What follows belongs to an exercise in optimizing a design on an open flow for small area, a short achievable clock period and few clock cycles per item; a production flow would make more cautious choices. RTL that was checked went through simulation tests only; none was proved equivalent to the original.

==> flow/design.v (excerpt) <==
module gcd_coprocessor #( parameter W = 16 ) (
  input clk,
  input reset,
  input operands_val,
  input [W-1:0] operands_bits_A,
  input [W-1:0] operands_bits_B,
  output operands_rdy,
  output result_val,
  output [W-1:0] result_bits,
  input result_rdy
);
For scale: roughly 640 cells after synthesis, about 37 flip-flops, ~54 I/O pins.
clock: 5.0 ns
lec_check: 0
cap_margin: 20
cell_pad_in_sites_detail_placement: 0
cell_pad_in_sites_global_placement: 1
core_area: 5 5 115 115
die_area: 0 0 120 120
place_density: 0.5
setup_slack_margin: 1.5
slew_margin: 20
tns_end_percent: 5
run.sh (not shown) runs the stock make flow with config.mk's settings and CLKGATE_MAP_FILE= SYNTH_SCRIPT=/design/flow/synth_recipe.tcl, a recipe that flattens the netlist after the stock synthesis.
Then changed:
--- a/flow/config.mk
+++ b/flow/config.mk
@@ -12,5 +12,5 @@
 export DIE_AREA = 0 0 120 120
 export PLACE_DENSITY = 0.5
-export SETUP_SLACK_MARGIN = 1.5
+export SETUP_SLACK_MARGIN = 1.0
 export SLEW_MARGIN = 20
 export TNS_END_PERCENT = 5
Count of clock-buffer cells in the layout stays the same.
Global-route usage came out lower by 1.5 points.
Setup slack got worse by 0.28 ns.
Synthesized cell count does not change.
Then changed:
--- a/flow/config.mk
+++ b/flow/config.mk
@@ -12,5 +12,5 @@
 export DIE_AREA = 0 0 120 120
 export PLACE_DENSITY = 0.5
-export SETUP_SLACK_MARGIN = 1.0
+export SETUP_SLACK_MARGIN = 0.5
 export SLEW_MARGIN = 20
 export TNS_END_PERCENT = 5
Result: Wire length is lower by 1.2%; fmax goes down by 8.5%; final area goes down by 4.5%; first-iteration DRC count decreases by 8.4%; critical path depth is higher by 2; synthesized area does not change; cell count goes down by 1.7%; count of clock-buffer cells in the layout does not change.
Function was not checked in any run of this note: the RTL went through the layout flow alone.


Another version of the RTL of gcd_coprocessor (not shown whole).
Size in the first run: roughly 54 I/O pins.
make LEC_CHECK=0 ABC_CLOCK_PERIOD_IN_PS=3500 CAP_MARGIN=20 CELL_PAD_IN_SITES_DETAIL_PLACEMENT=0 CELL_PAD_IN_SITES_GLOBAL_PLACEMENT=0 CORE_AREA='5 5 95 95' DIE_AREA='0 0 100 100' PLACE_DENSITY=0.6 SETUP_SLACK_MARGIN=1.5 SLEW_MARGIN=20 finish   # period 5.0 ns
Change:
Settings changed: ABC_CLOCK_PERIOD_IN_PS 3500 to default, SETUP_SLACK_MARGIN 1.5 to default.
The changed run ran to the end with no violations.
Fmax is lower by 17%.
Worst setup slack loses 0.71 ns.
Register-to-register slack is worse by 0.42 ns.
Wire length is lower by 8.4%.
Synthesized area does not change.
Utilization is lower by 7.9 points.
Design area came out lower by 11%.
Change:
Settings changed: CELL_PAD_IN_SITES_DETAIL_PLACEMENT 0 to 1, CELL_PAD_IN_SITES_GLOBAL_PLACEMENT 0 to 2, CORE_AREA 5 5 95 95 to 5 5 65 65, DIE_AREA 0 0 100 100 to 0 0 70 70.
Outcome: The new run never finished: it broke off in global placement without I/O (3_1_place_gp_skip_io); synthesized area does not change; synthesized cell count is unchanged.
No functional check of the RTL was part of any run of this note.


Another version of the RTL of gcd_coprocessor (not shown whole).
For scale: about 38 flip-flops.
clock: 5.0 ns
lec_check: 0
abc_area: 1
cap_margin: 20
cell_pad_in_sites_detail_placement: 0
cell_pad_in_sites_global_placement: 1
core_area: 5 5 115 115
die_area: 0 0 120 120
place_density: 0.5
setup_slack_margin: 2.0
slew_margin: 20
tns_end_percent: 5
standard.sh (not shown) runs the stock make flow with config.mk's settings and CLKGATE_MAP_FILE= SYNTH_SCRIPT=/design/flow/synth_recipe.tcl, a recipe that flattens the netlist after the stock synthesis.
==> flow/flow/run.sh <==
#!/bin/bash
# The standard layout (the standard.sh on all ORFS steps), with the port
# buffers that global placement inserts made the smallest buffer cell
# (sky130_fd_sc_hd__buf_1) instead of the delay buffer buffer_ports picks by
# itself. Every input and output port still gets its own buffer.
set -euo pipefail
export BUFFER_PORTS_ARGS="-buffer_cell sky130_fd_sc_hd__buf_1"
bash standard.sh > run_standard.log 2>&1
Testbench counts at the start, summed over its fixed seeds: cycles 6,282, items 512.
Next try:
Settings changed: ABC_AREA 1 to default, SETUP_SLACK_MARGIN 2.0 to 1.0.
Result:
- The changed run produced a clean layout
- hold slack gains 0.031 ns
- non-clock buffer count fell by 12
- routed wire length rose by 1.2%
Next try:
Settings changed: ABC_AREA from default to 1, SETUP_SLACK_MARGIN 1.0 to 1.3.
What happened: Clock skew shrinks by 0.0030 ns. Maximum frequency goes up by 11%. Design area shrinks by 9.7%. Final cell count rose by 9.7%. Clock-buffer cell count does not change. Synthesized area falls by 9.1%.


Setup of lane 1:
The RTL this note starts from:
==> flow/design.v <==
module gcd_coprocessor #( parameter W = 16 ) (
  input clk,
  input reset,
  input operands_val,
  input [W-1:0] operands_bits_A,
  input [W-1:0] operands_bits_B,
  output operands_rdy,
  output result_val,
  output [W-1:0] result_bits,
  input result_rdy
);
  function [3:0] ctz(input [W-1:0] v);
    integer i;
    begin
      ctz = 4'd0;
      for (i = W - 1; i >= 0; i = i - 1)
        if (v[i]) ctz = i;
    end
  endfunction
  reg [W-1:0] A, B;
  reg [3:0]   k;       
  reg         fin;     
  reg         busy;
  wire [W-1:0] xab = A ^ B;
  wire eq   = ~|xab;
  wire bz   = ~|B;
  wire kz   = (k == 4'd0);
  wire stop = eq | fin;
  wire done = busy & stop & kz;
  assign result_val   = done;
  assign result_bits  = A;
  assign operands_rdy = ~busy | (done & result_rdy);
  wire load = operands_val & operands_rdy;
  wire both_even = ~A[0] & ~B[0];
  wire         sub = B[0] | bz;
  wire [W:0]   d = {1'b0, A} - {1'b0, B};
  wire         neg = d[W];
  wire [W-1:0] y = sub ? xab : B;         
  wire [3:0]   s = both_even ? 4'd1 : ctz(y);
  wire [W-1:0] f = d[W-1:0] ^ {W{neg}};   
  wire [W-1:0] g = sub ? f : B;
  wire [W-1:0] bnext = (g >> s) | {{(W-1){1'b0}}, sub & neg};
  wire swap = B[0] & (~A[0] | ~neg);
  always @(posedge clk or posedge reset) begin
    if (reset) begin
      busy <= 1'b0;
    end else if (load) begin
      busy <= 1'b1;
    end else if (done & result_rdy) begin
      busy <= 1'b0;
    end
  end
  wire a_load = load;
  wire a_shl  = ~load & busy & stop & ~kz;
  wire a_shr  = ~load & busy & ~stop & both_even;
  wire a_swp  = ~load & busy & ~stop & ~both_even & swap;
  wire a_hold = ~(a_load | a_shl | a_shr | a_swp);
  wire b_new  = ~load & busy & ~stop;
  wire b_hold = ~(load | b_new);
  wire [W-1:0] anext = ({W{a_load}} & operands_bits_A) | ({W{a_shl}} & (A << 1))
                     | ({W{a_shr}} & (A >> 1)) | ({W{a_swp}} & B) | ({W{a_hold}} & A);
  wire [W-1:0] bnext2 = ({W{load}} & operands_bits_B) | ({W{b_new}} & bnext) | ({W{b_hold}} & B);
  wire k_dec = a_shl;
  wire k_inc = a_shr;
  wire [3:0] knext = ({4{k_dec}} & (k - 4'd1)) | ({4{k_inc}} & (k + 4'd1))
                   | ({4{~load & ~k_dec & ~k_inc}} & k);
  wire finnext = ~load & (fin | a_shl);
  always @(posedge clk) begin
    A <= anext;
    B <= bnext2;
    k   <= knext;
    fin <= finnext;
  end
endmodule
Settings: LEC_CHECK=0, ABC_AREA=1, CAP_MARGIN=20, CELL_PAD_IN_SITES_DETAIL_PLACEMENT=0, CELL_PAD_IN_SITES_GLOBAL_PLACEMENT=1, CORE_AREA=5 5 95 95, DIE_AREA=0 0 100 100, PLACE_DENSITY=0.85, SETUP_SLACK_MARGIN=1.6, SLEW_MARGIN=20; clock period 5.0 ns.
Scripts as last shown in full above: flow/flow/run.sh
Looking at the reports, lane 1 completed the entire flow and the layout it produced met the timing, DRC and antenna checks.
Testbench counts of lane 1, summed over its fixed seeds: cycles 6,282, items 512.
Input changes introduced in lane 2 (baseline for comparison: lane 1):
- an added GPL_TIMING_DRIVEN of 0
- a change of SETUP_SLACK_MARGIN from 1.6 to 1.5
==> comparison <==
Going from lane 1 to lane 2, the fraction of met1 tracks used by global routing was found to have gone up by 0.57 points. Note that the number of ordinary and repair buffers in the finished layout recorded for lane 1 amounts to 0.946 times the value seen in lane 2. Diff lane 1 -> lane 2: total area of sequential cells shrank by about 0.64%. When lane 2 is set beside lane 1, its final non-filler cell area turns out to be about 1.7% smaller. Between lane 1 and lane 2, the die area figures differ only marginally. Lane 2 against lane 1: remaining design rule violation count has remained practically unchanged.
Input changes introduced in lane 3 (baseline for comparison: lane 2):
- a change of PLACE_DENSITY from 0.85 to 0.65
- a change of CORE_AREA from 5 5 95 95 to 5 5 85 85
- an added TNS_END_PERCENT of 5
- a deleted GPL_TIMING_DRIVEN that had been 0
- a change of DIE_AREA from 0 0 100 100 to 0 0 90 90
- a change of SETUP_SLACK_MARGIN from 1.5 to 1.3
Findings:
- Comparing lane 3 against lane 2, there is no change at all in netlist area before placement.
- The number of instances in the synthesized netlist of lane 2 and that of lane 3 are within noise of each other.
- Row count was lower in lane 3 than in lane 2.
- Compared with lane 2, lane 3 shows a lower overall die height.
- Lane 3 did not make it past 3_1_place_gp_skip_io, where a tool error ended it.
> inputs changed (lane 3 -> lane 4)
- changing SETUP_SLACK_MARGIN from 1.3 to 1.5
- changing CORE_AREA from 5 5 85 85 to 5 5 95 95
- setting CTS_CLUSTER_DIAMETER to 100 for the first time
- removing TNS_END_PERCENT (formerly 5)
- changing PLACE_DENSITY from 0.65 to 0.85
- setting CTS_CLUSTER_SIZE to 40 for the first time
- changing DIE_AREA from 0 0 90 90 to 0 0 100 100
[summary]
Lane 4 completed end to end with timing, DRC and antenna clean. Diff lane 3 -> lane 4: total number of placement rows went up, horizontal die dimension up 11%, post-synth design cell area barely changed.

## what the ideal ports hide
Ports are ideal in the flow. The routed layouts listed here were re-timed in OpenROAD. Step 1 (the two cells are an assumption about what drives the block):
set clk [get_ports {clk}]
set_driving_cell -lib_cell sky130_fd_sc_hd__clkbuf_16 $clk
set_driving_cell -lib_cell sky130_fd_sc_hd__buf_2 [delete_from_list [all_inputs] $clk]
Step 2 times the ports against the registers' clock, not the clock port: input delays grow and output delays shrink by t, the midpoint of the rising clock arrivals with the driver on. a / b / c = ideal ports / drivers / drivers and shift; a / b = the first two.
run	t, ns	setup slack, ns	worst hold slack (ns)	worst setup path at the end	worst slew at a driven data input, ns
the first run of note 1	0.318	1.408 / 1.405 / 1.408	0.504 / 0.504 / 0.504	register to register	0.05
the second run of note 1	0.316	1.123 / 1.089 / 1.155	0.489 / 0.489 / 0.489	register to register	0.06
the third run of note 1	0.316	0.763 / 0.736 / 0.763	0.490 / 0.490 / 0.490	register to register	0.06
the first run of note 2	0.317	1.547 / 1.547 / 1.547	0.515 / 0.515 / 0.515	register to register	0.04
the second run of note 2	0.311	0.832 / 0.803 / 1.114	0.527 / 0.527 / 0.527	register to output	0.04
the first run of note 3	0.317	1.874 / 1.837 / 1.902	0.468 / 0.468 / 0.468	register to register	0.04
the second run of note 3	0.335	1.084 / 1.041 / 1.126	0.499 / 0.477 / 0.505	register to register	0.03
the third run of note 3	0.317	1.470 / 1.470 / 1.470	0.468 / 0.468 / 0.468	register to register	0.04
lane 1	0.322	1.726 / 1.723 / 1.726	0.489 / 0.489 / 0.489	register to register	0.04
lane 2	0.316	1.679 / 1.653 / 1.705	0.461 / 0.461 / 0.461	register to register	0.04
lane 4	0.319	1.685 / 1.654 / 1.724	0.490 / 0.490 / 0.490	register to register	0.04
After both steps setup and hold are still met in every run listed.
